Context: an optimization exercise on an open-source flow, tuned for small area. The choices shown serve that exercise and are no tape-out recipe.
The RTL was checked by simulation tests, not by an equivalence proof against the original design.

## old
==> flow/design.v <==
module ms53l(
    input       clk,
    input       rst_n,
    input       key_in,
    input       uart_rx,
    output      uart_tx,
    input       uart_rx_ms53l,
    output      uart_tx_ms531,
    output reg  led_out,
    output wire stcp,
    output wire shcp,
    output wire ds,
    output wire oe
);
assign uart_tx = uart_rx_ms53l;
assign oe      = ~rst_n;
reg key_d1, key_d2;
wire touch = key_d2 & ~key_d1;
always @(posedge clk or negedge rst_n)
    if (!rst_n) begin
        key_d1  <= 1'b0;
        key_d2  <= 1'b0;
        led_out <= 1'b1;
    end else begin
        key_d1  <= key_in;
        key_d2  <= key_d1;
        if (touch) led_out <= ~led_out;
    end
reg        snd_en;       
reg [12:0] gap_cnt;      
reg        give;         
reg [3:0]  byte_cnt;     
reg [8:0]  bit_cnt;      
reg [3:0]  bit_idx;      
wire gap_end = (gap_cnt == 13'd1790);
always @(posedge clk)
    if (!snd_en)
        gap_cnt <= {11'd0, byte_cnt[3], 1'b0};
    else if (gap_end)
        gap_cnt <= 13'd0;
    else
        gap_cnt <= {gap_cnt[11:0], ~(gap_cnt[12] ^ gap_cnt[3] ^ gap_cnt[2] ^ gap_cnt[0])};
always @(posedge clk or negedge rst_n)
    if (!rst_n) begin
        snd_en   <= 1'b0;
        give     <= 1'b0;
        byte_cnt <= 4'd0;
    end else begin
        if (byte_cnt == 4'd11)
            snd_en <= 1'b0;
        else if (touch)
            snd_en <= 1'b1;
        give <= gap_end & snd_en;
        if (snd_en) begin
            if (give)
                byte_cnt <= byte_cnt + 1'b1;
        end else if (byte_cnt == 4'd11)
            byte_cnt <= 4'd12;
        else if (touch)
            byte_cnt <= 4'd0;
    end
always @(posedge clk)
    bit_cnt <= (give || bit_cnt == 9'd182) ? 9'd0 : {bit_cnt[7:0], ~(bit_cnt[8] ^ bit_cnt[4])};
always @(posedge clk or negedge rst_n)
    if (!rst_n)
        bit_idx <= 4'd9;
    else begin
        if (give)
            bit_idx <= 4'd15;
        else if (bit_idx != 4'd9 && bit_cnt == 9'd7)
            bit_idx <= bit_idx + 1'b1;
    end
reg [7:0] tx_byte;
always @(*)
    case (byte_cnt)
        4'd1:    tx_byte = 8'h51;
        4'd2:    tx_byte = 8'h0B;
        4'd3:    tx_byte = 8'h00;
        4'd4:    tx_byte = 8'h01;
        4'd5:    tx_byte = 8'h00;
        4'd6:    tx_byte = 8'h05;
        4'd7:    tx_byte = 8'h02;
        4'd8:    tx_byte = 8'h00;
        4'd9:    tx_byte = 8'h64;
        4'd10:   tx_byte = 8'h0D;
        default: tx_byte = 8'h0A;
    endcase
reg tx_bit;
always @(*)
    case (bit_idx)
        4'd0:    tx_bit = 1'b0;
        4'd1:    tx_bit = tx_byte[0];
        4'd2:    tx_bit = tx_byte[1];
        4'd3:    tx_bit = tx_byte[2];
        4'd4:    tx_bit = tx_byte[3];
        4'd5:    tx_bit = tx_byte[4];
        4'd6:    tx_bit = tx_byte[5];
        4'd7:    tx_bit = tx_byte[6];
        4'd8:    tx_bit = tx_byte[7];
        default: tx_bit = 1'b1;
    endcase
assign uart_tx_ms531 = tx_bit;
reg       rxd_d0, rxd_d1;
reg       rx_flag;
reg [8:0] rx_clk;        
reg [3:0] rx_cnt;
reg [7:0] rx_data;
reg [3:0] rx_bytes;      
reg [15:0] value;        
wire rx_start = rxd_d1 & ~rxd_d0;
wire rx_done  = (rx_cnt == 4'd9) && (rx_clk == 9'd3);
always @(posedge clk or negedge rst_n)
    if (!rst_n) begin
        rxd_d0  <= 1'b0;
        rxd_d1  <= 1'b0;
        rx_flag <= 1'b0;
        rx_cnt  <= 4'd0;
        rx_bytes <= 4'd0;
    end else begin
        rxd_d0 <= uart_rx_ms53l;
        rxd_d1 <= rxd_d0;
        if (!rx_flag)
            rx_cnt <= 4'd0;
        else if (rx_clk == 9'd182)
            rx_cnt <= rx_cnt + 1'b1;
        if (rx_start)
            rx_flag <= 1'b1;
        else if ((rx_cnt == 4'd9) && (rx_clk == 9'd77))
            rx_flag <= 1'b0;
        if (rx_done)
            rx_bytes <= (rx_bytes == 4'd11) ? 4'd0 : rx_bytes + 1'b1;
    end
always @(posedge clk)
    rx_clk <= (rx_flag && rx_clk != 9'd182) ? {rx_clk[7:0], ~(rx_clk[8] ^ rx_clk[4])} : 9'd0;
always @(posedge clk)
    if (rx_clk == 9'd77)
        rx_data <= {rxd_d1, rx_data[7:1]};
reg [1:0] ph;        
reg [3:0] bitn;      
reg [7:0] slot;      
reg [3:0] sub;       
reg       shcp_r;
always @(posedge clk or negedge rst_n)
    if (!rst_n) begin
        ph     <= 2'd0;
        bitn   <= 4'd13;
        slot   <= 8'd0;
        sub    <= 4'd0;
        shcp_r <= 1'b0;
    end else begin
        ph <= ph + 1'b1;
        if (ph == 2'd0)
            bitn <= (bitn == 4'd13) ? 4'd0 : bitn + 1'b1;
        if (ph == 2'd3) begin
            slot <= (slot == 8'd249) ? 8'd0 : slot + 1'b1;
            sub  <= (sub == 4'd10) ? 4'd0 : sub + 1'b1;
        end
        shcp_r <= ph[1];
    end
assign stcp = (bitn == 4'd13) && (ph == 2'd0) && (dsel != 3'd6);
assign shcp = shcp_r;
reg freeze, pend;
wire freeze_set = (sub == 4'd0) && (ph == 2'd0) && (slot >= 8'd228);
wire upd        = (slot == 8'd1) && (ph == 2'd0);
wire rx_wr      = rx_done && ((rx_bytes == 4'd8) || (rx_bytes == 4'd9));
wire we_hi      = !freeze && ((rx_done && rx_bytes == 4'd8) || (pend && rx_bytes == 4'd9));
wire we_lo      = !freeze && ((rx_done && rx_bytes == 4'd9) || (pend && rx_bytes == 4'd10));
always @(posedge clk or negedge rst_n)
    if (!rst_n) begin
        freeze <= 1'b0;
        pend   <= 1'b0;
    end else begin
        if (freeze_set)
            freeze <= 1'b1;
        else if (upd)
            freeze <= 1'b0;
        pend <= freeze & (pend | rx_wr);
    end
always @(posedge clk) begin
    if (!rst_n || we_hi) value[15:8] <= rst_n ? rx_data : 8'd0;
    if (!rst_n || we_lo) value[7:0]  <= rst_n ? rx_data : 8'd0;
end
reg [2:0] dsel;      
reg [3:0] dval;      
wire [2:0] dnext = (dsel == 3'd5 || dsel == 3'd7) ? 3'd0 : dsel + 1'b1;
reg [3:0] rm1, rm2, rm3, rm4;
reg [3:0] rmo;       
reg       nzo;       
wire first = (slot == 8'd247) && (ph == 2'd0);
wire [1:0] ord = {~slot[7] | (slot[3] & slot[0]), ~slot[0]};
wire vbit = value[~{ord, ph}];
function [4:0] dstep;    
    input [3:0] r;
    input       x;
    input       clr;
    reg   [3:0] re;
    reg   [3:0] m;
    reg         q;
    begin
        re = clr ? 4'd0 : r;
        q  = (re >= 4'd5);
        m  = q ? re - 4'd5 : re;
        dstep = {q, m[2:0], x};
    end
endfunction
wire [4:0] s1 = dstep(rm1, vbit,  first);
wire [4:0] s2 = dstep(rm2, s1[4], first);
wire [4:0] s3 = dstep(rm3, s2[4], first);
wire [4:0] s4 = dstep(rm4, s3[4], first);
reg  xo;
always @(*)
    case (dnext)
        3'd0:    xo = vbit;
        3'd1:    xo = s1[4];
        3'd2:    xo = s2[4];
        3'd3:    xo = s3[4];
        default: xo = s4[4];
    endcase
wire [4:0] so = dstep(rmo, xo, first);
always @(posedge clk) begin
    rm1 <= s1[3:0];
    rm2 <= s2[3:0];
    rm3 <= s3[3:0];
    rm4 <= s4[3:0];
    rmo <= so[3:0];
    nzo <= xo | (nzo & ~first);
end
wire [3:0] dnew = (dnext == 3'd5 || (dnext != 3'd0 && !nzo)) ? 4'd11 : rmo;
always @(posedge clk or negedge rst_n)
    if (!rst_n) begin
        dsel <= 3'd6;
        dval <= 4'd0;
    end else if (upd) begin
        dsel <= (dsel == 3'd6) ? 3'd7 : dnext;
        if (dsel != 3'd6)
            dval <= dnew;
    end
reg [6:0] segs;      
always @(*)
    case (dval)
        4'd0:    segs = 7'b100_0000;
        4'd1:    segs = 7'b111_1001;
        4'd2:    segs = 7'b010_0100;
        4'd3:    segs = 7'b011_0000;
        4'd4:    segs = 7'b001_1001;
        4'd5:    segs = 7'b001_0010;
        4'd6:    segs = 7'b000_0010;
        4'd7:    segs = 7'b111_1000;
        4'd8:    segs = 7'b000_0000;
        4'd9:    segs = 7'b001_0000;
        default: segs = 7'b111_1111;
    endcase
reg ds_w;
always @(*)
    case (bitn)
        4'd0, 4'd1, 4'd2, 4'd3, 4'd4, 4'd5: ds_w = (dsel == bitn[2:0]);
        4'd6:    ds_w = 1'b1;
        4'd7:    ds_w = segs[6];
        4'd8:    ds_w = segs[5];
        4'd9:    ds_w = segs[4];
        4'd10:   ds_w = segs[3];
        4'd11:   ds_w = segs[2];
        4'd12:   ds_w = segs[1];
        default: ds_w = segs[0];
    endcase
assign ds = ds_w;
endmodule
clock: 10.0 ns
lec_check: 0
cap_margin: 20
core_margin: 2
core_utilization: 40
slew_margin: 20
standard.sh (not shown) runs the stock make flow with config.mk's settings and CLKGATE_MAP_FILE= SYNTH_SCRIPT=/design/flow/synth_recipe.tcl, a recipe that flattens the netlist after the stock synthesis.
==> flow/flow/run.sh <==
#!/bin/bash
# Layout flow: the standard ORFS flow (standard.sh) with three changes:
#  - synthesis: the standard script (own_synth.tcl = synth_recipe.tcl) with
#    ORFS's adder extraction off and ABC run on an area script
#    (abc_area.abc, with ABC's deep synthesis); flip-flops are mapped exactly as in the standard run;
#  - port buffers are the minimum-size buffer;
#  - clock tree built from clkbuf_4 only, without dummy loads.
# Each tool's full output goes to the ORFS logs, and each make run's output
# to a log file in this folder.
set -euo pipefail
F="$(pwd)/flow"
export OWN_ABC_SCRIPT="$F/abc_area.abc"
export CTS_ARGS='-sink_clustering_enable -buf_list "sky130_fd_sc_hd__clkbuf_4" -dont_use_dummy_load -repair_clock_nets'
export BUFFER_PORTS_ARGS="-buffer_cell sky130_fd_sc_hd__buf_1"
bash standard.sh SYNTH_SCRIPT="$F/own_synth.tcl" ADDER_MAP_FILE= synth > synth.log 2>&1
bash standard.sh SYNTH_SCRIPT="$F/own_synth.tcl" ADDER_MAP_FILE= finish > layout.log 2>&1
==> flow/flow/abc_area.abc <==
strash
&get -n
&fraig -x
&put
scorr
dc2
strash
&get -n
&deepsyn -J 1000
&dch -f
&nf -R 1000
&put
==> flow/flow/own_synth.tcl <==
proc synth {args} { yosys synth -nofsm -noshare {*}$args }
proc abc {args} {
  set i [lsearch -exact $args -script]
  if { $i >= 0 } { lset args [expr { $i + 1 }] $::env(OWN_ABC_SCRIPT) }
  yosys abc {*}$args
}
source $::env(SCRIPTS_DIR)/synth.tcl
# left out here: clear keep_hierarchy, flatten, clean up, hide names made inside functions, write 1_2_yosys.v
old reached the end of the flow, and the finished layout is clean on the timing, design-rule and antenna checks.
The inputs of new differ from those of old as listed below.
--- a/flow/design.v
+++ b/flow/design.v
@@ -170,4 +170,5 @@
         freeze <= 1'b0;
         pend   <= 1'b0;
+        value  <= 16'd0;
     end else begin
         if (freeze_set)
@@ -176,9 +177,7 @@
             freeze <= 1'b0;
         pend <= freeze & (pend | rx_wr);
-    end
-always @(posedge clk) begin
-    if (!rst_n || we_hi) value[15:8] <= rst_n ? rx_data : 8'd0;
-    if (!rst_n || we_lo) value[7:0]  <= rst_n ? rx_data : 8'd0;
-end
+        if (we_hi) value[15:8] <= rx_data;
+        if (we_lo) value[7:0]  <= rx_data;
+    end
 reg [2:0] dsel;      
 reg [3:0] dval;      
### Flow results
Cell area, new and old: lower on old. Compared to old, new shows a narrower setup margin. On shortest clock period the worst path allows after layout, the lower figure sits with old, not new. The fraction of layout instances using a drive strength above 1 on old is in line with that on new. Taking old as the reference point, the floorplan core area of new rises by 2.5%. Between new and old, the difference in worst hold slack is negligible.

-- re-timing with driven ports --
Ports are ideal in the flow. The routed layouts listed here were re-timed in OpenROAD. Step 1, drivers: a clkbuf_16 drives clk and a buf_2 each remaining input, both assumed. Step 2 moves the port delays by t, midway between the first and last clock arrival at a register: inputs arrive t later, outputs are due t later. That takes back most of the time a late clock gives input paths. Slacks: ideal ports / drivers / drivers and shift; pairs: ideal ports / drivers.
run	shift t [ns]	setup WS [ns]	worst setup path after step 2	pins driven straight from the clock port
old	0.550	4.954 / 4.931 / 4.931	input to output	1
new	0.528	4.940 / 4.920 / 4.920	input to output	1
After both steps setup and hold are still met in every run listed. For old, which loses most, drivers alone change the setup slack by -0.023 ns; drivers and shift together by -0.023 ns.
